Background: an optimization exercise with open tools, aiming at small area, a short achievable clock period and few clock cycles. Do not read the settings as production practice. The RTL was checked by simulation tests, not by an equivalence proof against the original design. Power and IR drop assume default switching activity.

// CPU
module CPU(clk,
            rst_n,
            wen_D,
            addr_D,
            wdata_D,
            rdata_D,
            addr_I,
            rdata_I);
Settings: LEC_CHECK=0, CAP_MARGIN=20, CORE_MARGIN=2, CORE_UTILIZATION=40, CTS_CLUSTER_DIAMETER=60, CTS_CLUSTER_SIZE=20, PLACE_DENSITY=0.6, SLEW_MARGIN=20, TNS_END_PERCENT=100; clock period 12.0 ns.
standard.sh (not shown) runs the stock make flow with config.mk's settings and CLKGATE_MAP_FILE= SYNTH_SCRIPT=/design/flow/synth_recipe.tcl, a recipe that flattens the netlist after the stock synthesis.
==> flow/flow/run.sh <==
#!/bin/bash
set -uo pipefail
bash standard.sh SETUP_SLACK_MARGIN=7.2 \
  "BUFFER_PORTS_ARGS=-buffer_cell sky130_fd_sc_hd__buf_4" \
  finish > standard_flow.log 2>&1
Testbench counts at the start, summed over its fixed seeds: cycles 70,086.
Next try:
==> flow/flow/run.sh (replaced) <==
#!/bin/bash
set -uo pipefail
bash standard.sh SETUP_SLACK_MARGIN=7.4 \
  "BUFFER_PORTS_ARGS=-buffer_cell sky130_fd_sc_hd__buf_4" \
  finish > standard_flow.log 2>&1
What happened:
- via count hardly moves
- die area stays the same
- count of clock-buffer cells in the layout came out lower by 6
- sequential power stays flat
- register-to-register slack gets better by 0.08 ns

---

CPU again, from the RTL that the note above started with.
clock: 12.0 ns
lec_check: 0
cap_margin: 20
core_margin: 2
core_utilization: 40
cts_cluster_diameter: 60
cts_cluster_size: 20
place_density: 0.6
slew_margin: 20
tns_end_percent: 100
==> flow/flow/run.sh <==
#!/bin/bash
set -uo pipefail
bash standard.sh SETUP_SLACK_MARGIN=7.8 \
  "BUFFER_PORTS_ARGS=-buffer_cell sky130_fd_sc_hd__buf_4" \
  finish > standard_flow.log 2>&1
The baseline produced a clean layout.
Testbench counts at the start, summed over its fixed seeds: cycles 70,086.
==> next run, changes <==
==> flow/flow/run.sh (replaced) <==
#!/bin/bash
set -uo pipefail
bash standard.sh SETUP_SLACK_MARGIN=7.0 \
  "BUFFER_PORTS_ARGS=-buffer_cell sky130_fd_sc_hd__buf_4" \
  finish > standard_flow.log 2>&1
What happened: The changed run finished clean; cell count falls by a few percent; clock power rises by a few percent; synthesized area stays the same; first-iteration DRC count falls by roughly a tenth.
==> next run, changes <==
==> flow/flow/run.sh (replaced) <==
#!/bin/bash
set -uo pipefail
bash standard.sh SETUP_SLACK_MARGIN=7.6 \
  "BUFFER_PORTS_ARGS=-buffer_cell sky130_fd_sc_hd__buf_4" \
  finish > standard_flow.log 2>&1
--- a/flow/config.mk
+++ b/flow/config.mk
@@ -7,3 +7,3 @@
 export LEC_CHECK = 0
-export CAP_MARGIN = 20
+export CAP_MARGIN = 30
 export CORE_MARGIN = 2
@@ -13,3 +13,3 @@
 export PLACE_DENSITY = 0.6
-export SLEW_MARGIN = 20
+export SLEW_MARGIN = 30
 export TNS_END_PERCENT = 100
After rerunning:
- core utilization goes up by 3.3 points
- via count rose by 4.6%
- design area goes up by 6.9%
- global-route usage went up by 1.8 points
- final cell count rises by 2.8%
- setup slack improves by 0.27 ns
- worst hold slack improved by 0.0093 ns
- combinational power is higher by about 10%

---

Another version of the RTL of CPU (not shown whole).
For scale: ~6,500 cells after synthesis, roughly 1,300 flip-flops, roughly 72,000 um2 of cells after synthesis.
==> flow/design.v (excerpt) <==
module CPU(clk,
            rst_n,
            wen_D,
            addr_D,
            wdata_D,
            rdata_D,
            addr_I,
            rdata_I);
Settings: LEC_CHECK=0, CAP_MARGIN=20, CORE_MARGIN=2, CORE_UTILIZATION=40, CTS_CLUSTER_DIAMETER=60, CTS_CLUSTER_SIZE=20, SLEW_MARGIN=20, TNS_END_PERCENT=5; clock period 12.0 ns.
==> flow/flow/run.sh <==
#!/bin/bash
set -uo pipefail
bash standard.sh SETUP_SLACK_MARGIN=7.5 \
  "BUFFER_PORTS_ARGS=-buffer_cell sky130_fd_sc_hd__buf_4" \
  finish > standard_flow.log 2>&1
The baseline went through all stages and came out clean.
Testbench counts at the start, summed over its fixed seeds: cycles 70,086.
Rerun with:
==> flow/flow/run.sh (replaced) <==
#!/bin/bash
set -uo pipefail
bash standard.sh SETUP_SLACK_MARGIN=7.2 \
  "BUFFER_PORTS_ARGS=-buffer_cell sky130_fd_sc_hd__buf_4" \
  finish > standard_flow.log 2>&1
Settings changed: PLACE_DENSITY set to 0.6, TNS_END_PERCENT 5 to 100.
Result:
- The changed run completed without violations
- global-route usage goes down by 0.18 points
- cell count goes up slightly
- setup slack improved by 180 ps
- combinational power goes up by a few percent
- power goes up by a few percent
- flip-flop and latch count stays the same
- sequential share of layout area goes down by 0.34 points

re-timing with driven ports:
No port has a modelled driver above. Below, the same layouts with a new extraction and two added sets of constraints. Step 1 assumes that a clkbuf_16 drives the clock port and a buf_2 every other input. Step 2 adds t to the input delays and takes it off the output delays; t is the mean of the earliest and latest rising clock arrival at the registers after step 1. Input paths then give back, and output paths get back, about the clock's delay inside the block. Three values: ideal ports, drivers, drivers and shift; two values: the first two.
run	t, ns	setup slack, ns	cell pins on the clock port's net
the first run of note 1	0.899	6.875 / 6.941 / 6.042	1
the second run of note 1	0.893	7.070 / 7.070 / 6.244	1
the first run of note 2	0.885	6.767 / 6.767 / 6.118	1
the second run of note 2	0.916	6.755 / 6.755 / 6.011	1
the third run of note 2	0.881	7.028 / 7.028 / 6.231	1
the first run of note 3	0.916	6.725 / 6.733 / 5.867	1
the second run of note 3	0.901	6.901 / 6.901 / 6.288	1
After both steps setup and hold are still met in every run listed. For the first run of note 3, which loses most, drivers alone change the setup slack by +0.008 ns; drivers and shift together by -0.858 ns.
